This is an optimization exercise on Yosys and OpenROAD, whose aim is small area, a short achievable clock period and few clock cycles, not a production implementation.
At most, simulation tests tie the RTL to the original design; equivalence was not proved.
Power figures rest on the tool's default switching activity, not on a simulated workload.

== job 103 ==
==> module Main, before the edit <==
module Main(
    input clk,
    input rst,
    input ld_en,
    input [4:0] ld_addr,
    input [13:0] ld_data,
    output reg [13:0] Outp,
    output reg out_valid,
    output reg halted
    );
    function [3:0] dec2;
        input [1:0] x;
        dec2 = 4'b0001 << x;
    endfunction
    function [13:0] rd16;
        input [223:0] w;
        input [3:0] lo;
        input [3:0] hi;
        integer g, k;
        reg [13:0] q;
        begin
            rd16 = 14'd0;
            for (g = 0; g < 4; g = g + 1) begin
                q = 14'd0;
                for (k = 0; k < 4; k = k + 1)
                    q = q | (w[(4*g+k)*14 +: 14] & {14{lo[k]}});
                rd16 = rd16 | (q & {14{hi[g]}});
            end
        end
    endfunction
    reg [13:0] prog [1:15];
    reg [13:0] data [0:15];
    reg [1:0]  op;
    reg [3:0]  alo, ahi, blo, bhi, clo, chi;
    reg [3:0]  flo, fhi;  
    reg        fin;      
    reg        pend;     
    reg        xv;       
    reg [3:0]  xlo, xhi;
    reg [13:0] xa, xb;
    reg        xc;
    reg        wv;       
    reg        pv;       
    reg [3:0]  wlo, whi;
    reg [13:0] wr;
    wire is_out = (op == 2'b11);
    wire is_mov = (op == 2'b10);
    wire is_sub = (op == 2'b01);
    wire last   = flo[0] && fhi[0];
    wire [13:0] xres = xa + xb + {13'd0, xc};
    integer i;
    reg [223:0] dflat, pflat;
    always @(*) begin
        for (i = 0; i < 16; i = i + 1)
            dflat[i*14 +: 14] = data[i];
        pflat[13:0] = 14'd0;
        for (i = 1; i < 16; i = i + 1)
            pflat[i*14 +: 14] = prog[i];
    end
    wire [13:0] ma = rd16(dflat, alo, ahi);
    wire [13:0] mb = rd16(dflat, blo, bhi);
    wire [13:0] mf = rd16(pflat, flo, fhi);
    wire xfa = xv && (xlo & alo) != 4'd0 && (xhi & ahi) != 4'd0;
    wire xfb = xv && (xlo & blo) != 4'd0 && (xhi & bhi) != 4'd0;
    wire wfa = wv && (wlo & alo) != 4'd0 && (whi & ahi) != 4'd0;
    wire wfb = wv && (wlo & blo) != 4'd0 && (whi & bhi) != 4'd0;
    wire [13:0] ra = xfa ? xres : wfa ? wr : ma;
    wire [13:0] rb = xfb ? xres : wfb ? wr : mb;
    always @(posedge clk) begin
        for (i = 1; i < 16; i = i + 1)
            if (pv && wlo[i % 4] && whi[i / 4])
                prog[i] <= wr;
    end
    always @(posedge clk) begin
        for (i = 0; i < 16; i = i + 1)
            if (wv && wlo[i % 4] && whi[i / 4])
                data[i] <= wr;
    end
    wire [13:0] fw = rst ? ld_data : (pv && wlo[1] && whi[0]) ? wr : mf;
    always @(posedge clk) begin
        if (rst ? (ld_en && ld_addr == 5'd0) : !fin) begin
            op  <= fw[13:12];
            ahi <= dec2(fw[11:10]);
            alo <= dec2(fw[9:8]);
            bhi <= dec2(fw[7:6]);
            blo <= dec2(fw[5:4]);
            chi <= dec2(fw[3:2]);
            clo <= dec2(fw[1:0]);
        end
    end
    always @(posedge clk) begin
        if (rst) begin
            flo <= 4'b0010;
            fhi <= 4'b0001;
            fin <= 1'b0;
            pend <= 1'b0;
            halted <= 1'b0;
            xv <= 1'b0;
            out_valid <= 1'b0;
            Outp <= 14'd0;
        end else begin
            xv <= !fin && !is_out;
            out_valid <= !fin && is_out;
            pend <= !fin && last && is_out;
            if (pend || (!fin && last && !is_out))
                halted <= 1'b1;
            if (!fin) begin
                flo <= {flo[2:0], flo[3]};
                if (flo[3])
                    fhi <= {fhi[2:0], fhi[3]};
                if (last)
                    fin <= 1'b1;
                if (is_out)
                    Outp <= ra;
            end
        end
    end
    always @(posedge clk) begin
        xlo <= is_mov ? blo : clo;
        xhi <= is_mov ? bhi : chi;
        xa <= ra;
        xb <= (rb & {14{~is_mov}}) ^ {14{is_sub}};
        xc <= is_sub;
    end
    always @(posedge clk) begin
        wv <= rst ? (ld_en && ld_addr[4]) : xv;
        pv <= rst && ld_en && !ld_addr[4];
        wlo <= rst ? dec2(ld_addr[1:0]) : xlo;
        whi <= rst ? dec2(ld_addr[3:2]) : xhi;
        wr <= rst ? ld_data : xres;
    end
endmodule
Settings: LEC_CHECK=0, CAP_MARGIN=20, CORE_MARGIN=2, CORE_UTILIZATION=70, SETUP_SLACK_MARGIN=4.5, SLEW_MARGIN=20; clock period 7.0 ns.
standard.sh (not shown) runs the stock make flow with config.mk's settings and CLKGATE_MAP_FILE= SYNTH_SCRIPT=/design/flow/synth_recipe.tcl, a recipe that flattens the netlist after the stock synthesis.
==> flow/flow/run.sh <==
#!/bin/bash
# The standard layout, with plain buffers on the ports (the platform's default
# picks a delay cell), sizing not held to each cell's footprint, and a clock
# tree without dummy balancing loads.
set -euo pipefail
bash standard.sh \
  BUFFER_PORTS_ARGS="-buffer_cell sky130_fd_sc_hd__buf_4" \
  MATCH_CELL_FOOTPRINT=0 \
  CTS_ARGS="-sink_clustering_enable -repair_clock_nets -dont_use_dummy_load -sink_clustering_size 24 -sink_clustering_max_diameter 90" \
  finish > standard_flow.log 2>&1
Job 103: all stages complete, timing, DRC and antenna checks passed
> inputs changed (job 103 -> job 101)
--- a/flow/design.v
+++ b/flow/design.v
@@ -39,6 +39,5 @@
     reg        xv;       
     reg [3:0]  xlo, xhi;
-    reg [13:0] xa, xb;
-    reg        xc;
+    reg [13:0] xg, xt, xq;   
     reg        wv;       
     reg        pv;       
@@ -49,5 +48,20 @@
     wire is_sub = (op == 2'b01);
     wire last   = flo[0] && fhi[0];
-    wire [13:0] xres = xa + xb + {13'd0, xc};
+    reg [13:0] xres;
+    reg [13:0] ng, nt;
+    integer k, d;
+    always @(*) begin
+        ng = xg;
+        nt = xt;
+        for (d = 1; d < 14; d = d * 2) begin
+            for (k = 13; k >= 0; k = k - 1) begin
+                if ((k & d) != 0) begin
+                    ng[k] = ng[k] | (nt[k] & ng[(k & ~(d - 1)) - 1]);
+                    nt[k] = nt[k] & nt[(k & ~(d - 1)) - 1];
+                end
+            end
+        end
+        xres = xq ^ {ng[12:0], 1'b0};
+    end
     integer i;
     reg [223:0] dflat, pflat;
@@ -117,10 +131,12 @@
         end
     end
+    wire [13:0] oa = ra ^ {14{is_sub}};
+    wire [13:0] ob = rb & {14{~is_mov}};
     always @(posedge clk) begin
         xlo <= is_mov ? blo : clo;
         xhi <= is_mov ? bhi : chi;
-        xa <= ra;
-        xb <= (rb & {14{~is_mov}}) ^ {14{is_sub}};
-        xc <= is_sub;
+        xg <= oa & ob;
+        xt <= oa | ob;
+        xq <= ra ^ ob;
     end
     always @(posedge clk) begin
## What came out
Comparing job 101 and job 103, the higher die outline area was measured on job 101. Going from job 103 to job 101, clock power grew by a few percent. | post-placement cell area | job 101 vs job 103 | 450 sq um higher |. [compare] base=job 103 new=job 101: synthesized area rose 350 sq um; number of cells on the critical path fell 1; number of buffers created by CTS rose 3.8%; part of the power in combinational logic fell 3.0 points. Switching power: job 101 < job 103. On register bit count reported by yosys: between job 101 and job 103, it ends up higher for job 101. Looking at minimum setup slack in the final design across job 101 and job 103, the one that comes out higher is job 101.
No functional check of the RTL was part of any run of this note.

* * *

Setup of the baseline:
Another version of the RTL of Main (not shown whole).
Size in the first run: ~1,700 cells after synthesis, ~510 flip-flops, ~23,000 µm² of cells after synthesis.
==> module Main, before the edit <==
module Main(
    input clk,
    input rst,
    input ld_en,
    input [4:0] ld_addr,
    input [13:0] ld_data,
    output reg [13:0] Outp,
    output reg out_valid,
    output reg halted
    );
    reg [13:0] prog [1:15];
    reg [13:0] data [0:15];
    reg [13:0] ir;
    reg [3:0]  pc;       
    reg [3:0]  fidx;     
    reg        fin;      
    reg        pend;     
    reg        pv;       
    reg        xv;       
    reg [3:0]  xd;
    reg [13:0] xa, xb;
    reg        xc;
    wire [1:0] op = ir[13:12];
    wire [3:0] fa = ir[11:8];
    wire [3:0] fb = ir[7:4];
    wire [3:0] fc = ir[3:0];
    wire active = !rst && !fin;
    wire is_out = (op == 2'b11);
    wire is_mov = (op == 2'b10);
    wire is_sub = (op == 2'b01);
    wire last   = (pc == 4'd15);
    reg [13:0] xres;
    reg [13:0] pg_g, pg_p, ng, np;
    integer k, d;
    always @(*) begin
        pg_g = xa & xb;
        pg_p = xa ^ xb;
        pg_g[0] = pg_g[0] | (pg_p[0] & xc);
        ng = pg_g;
        np = pg_p;
        for (d = 1; d < 14; d = d * 2) begin
            for (k = 13; k >= d; k = k - 1) begin
                ng[k] = ng[k] | (np[k] & ng[k - d]);
                np[k] = np[k] & np[k - d];
            end
        end
        xres = pg_p ^ {ng[12:0], xc};
    end
    integer i;
    reg [13:0] ma, mb, mf;
    always @(*) begin
        ma = 14'd0;
        mb = 14'd0;
        mf = 14'd0;
        for (i = 0; i < 16; i = i + 1) begin
            ma = ma | (data[i] & {14{fa == i}});
            mb = mb | (data[i] & {14{fb == i}});
        end
        for (i = 1; i < 16; i = i + 1)
            mf = mf | (prog[i] & {14{fidx == i}});
    end
    wire [13:0] ra = (xv && xd == fa) ? xres : ma;
    wire [13:0] rb = (xv && xd == fb) ? xres : mb;
    always @(posedge clk) begin
        for (i = 1; i < 16; i = i + 1)
            if (pv && xd == i)
                prog[i] <= xa;
    end
    always @(posedge clk) begin
        for (i = 0; i < 16; i = i + 1)
            if (xv && xd == i)
                data[i] <= xres;
    end
    always @(posedge clk) begin
        if (rst) begin
            if (ld_en && ld_addr == 5'd0)
                ir <= ld_data;
        end else if (!fin)
            ir <= (pv && xd == 4'd1) ? xa : mf;
    end
    always @(posedge clk) begin
        if (rst) begin
            pc <= 4'd0;
            fidx <= 4'd1;
            fin <= 1'b0;
            pend <= 1'b0;
            halted <= 1'b0;
            xv <= ld_en && ld_addr[4];
            pv <= ld_en && !ld_addr[4];
            out_valid <= 1'b0;
            Outp <= 14'd0;
        end else begin
            xv <= active && !is_out;
            pv <= 1'b0;
            out_valid <= active && is_out;
            pend <= active && last && is_out;
            if (pend || (active && last && !is_out))
                halted <= 1'b1;
            if (active) begin
                pc <= pc + 4'd1;
                fidx <= fidx + 4'd1;
                if (last)
                    fin <= 1'b1;
                if (is_out)
                    Outp <= ra;
            end
        end
    end
    wire pass = is_mov || rst;
    wire neg  = is_sub && !rst;
    always @(posedge clk) begin
        xd <= rst ? ld_addr[3:0] : (is_mov ? fb : fc);
        xa <= rst ? ld_data : ra;
        xb <= (rb & {14{~pass}}) ^ {14{neg}};
        xc <= neg;
    end
endmodule
clock: 7.0 ns
lec_check: 0
cap_margin: 20
core_margin: 2
core_utilization: 40
setup_slack_margin: 4.5
slew_margin: 20
==> flow/flow/run.sh <==
#!/bin/bash
# The standard layout, with plain buffers on the ports (the platform's default
# picks a delay cell) and sizing not held to each cell's footprint.
set -euo pipefail
bash standard.sh \
  BUFFER_PORTS_ARGS="-buffer_cell sky130_fd_sc_hd__buf_4" \
  MATCH_CELL_FOOTPRINT=0 \
  finish > standard_flow.log 2>&1
Testbench counts of the baseline, summed over its fixed seeds: cycles 57,899.
Edits applied to the flow inputs when going from the baseline to the candidate:
--- a/flow/design.v
+++ b/flow/design.v
@@ -47,19 +47,30 @@
         end
         xres = pg_p ^ {ng[12:0], xc};
     end
+    function [13:0] rd16;
+        input [223:0] w;
+        input [3:0] s;
+        reg [13:0] q0, q1, q2, q3;
+        begin
+            q0 = s[1] ? (s[0] ? w[3*14 +: 14]  : w[2*14 +: 14])  : (s[0] ? w[1*14 +: 14]  : w[0*14 +: 14]);
+            q1 = s[1] ? (s[0] ? w[7*14 +: 14]  : w[6*14 +: 14])  : (s[0] ? w[5*14 +: 14]  : w[4*14 +: 14]);
+            q2 = s[1] ? (s[0] ? w[11*14 +: 14] : w[10*14 +: 14]) : (s[0] ? w[9*14 +: 14]  : w[8*14 +: 14]);
+            q3 = s[1] ? (s[0] ? w[15*14 +: 14] : w[14*14 +: 14]) : (s[0] ? w[13*14 +: 14] : w[12*14 +: 14]);
+            rd16 = s[3] ? (s[2] ? q3 : q2) : (s[2] ? q1 : q0);
+        end
+    endfunction
     integer i;
-    reg [13:0] ma, mb, mf;
+    reg [223:0] dflat, pflat;
     always @(*) begin
-        ma = 14'd0;
-        mb = 14'd0;
-        mf = 14'd0;
-        for (i = 0; i < 16; i = i + 1) begin
-            ma = ma | (data[i] & {14{fa == i}});
-            mb = mb | (data[i] & {14{fb == i}});
-        end
+        for (i = 0; i < 16; i = i + 1)
+            dflat[i*14 +: 14] = data[i];
+        pflat[13:0] = 14'd0;
         for (i = 1; i < 16; i = i + 1)
-            mf = mf | (prog[i] & {14{fidx == i}});
+            pflat[i*14 +: 14] = prog[i];
     end
+    wire [13:0] ma = rd16(dflat, fa);
+    wire [13:0] mb = rd16(dflat, fb);
+    wire [13:0] mf = rd16(pflat, fidx);
     wire [13:0] ra = (xv && xd == fa) ? xres : ma;
     wire [13:0] rb = (xv && xd == fb) ? xres : mb;
     always @(posedge clk) begin
Findings:
The baseline → the candidate: routability congestion estimate from global placement down 0.069; number of stages on the worst setup path rose by 4; clock-buffer cell count decreased 1; max-slew violation count did not really move. The candidate: flow completed, timing, DRC and antenna clean. The candidate vs. the baseline: multiplexer fraction of the synthesized cell area went up by 15 points. Vias after detailed routing shrinks by more than a quarter when moving from the baseline to the candidate. Mean instance size in the synthesized netlist of the candidate exceeds that of the baseline by more than a quarter. Non-clock buffer count on the candidate is down relative to the baseline. Changes observed in the candidate relative to the baseline: wire length dropped 23,000 µm; area of all sequential standard cells level; number of ordinary inverters in the final layout saw a decrease; post-route cell area decreased 4.1%; die height fell by 3.7 µm.
No functional check of the RTL was part of the candidate.

==> static timing again, ports no longer ideal <==
How much do the figures lean on ideal ports? The routed layouts below were timed once more, with nothing changed but the port constraints.
Step 1: set_driving_cell puts a clkbuf_16 on clk and a buf_2 on each other input, an assumption about the parent block.
Step 2 adds t to the input delays and takes it off the output delays; t is the mean of the earliest and latest rising clock arrival at the registers after step 1. Input paths then give back, and output paths get back, about the clock's delay inside the block.
a / b / c = ideal ports / drivers / drivers and shift; a / b = the first two.
| run | t (ns) | setup WS [ns] | hold slack, ns |
|---|---|---|---|
| job 103 | 0.625 | 4.426 / 4.426 / 4.010 | 0.465 / 0.465 / 0.465 |
| job 101 | 0.619 | 4.500 / 4.483 / 4.040 | 0.462 / 0.462 / 0.462 |
| the baseline | 0.666 | 4.305 / 4.305 / 3.987 | 0.487 / 0.487 / 0.487 |
| the candidate | 0.655 | 4.172 / 4.172 / 3.926 | 0.475 / 0.475 / 0.475 |
After both steps setup and hold are still met in every run listed. The setup slack of job 101, which loses most, moves by -0.017 ns with the drivers and by -0.460 ns with both steps.
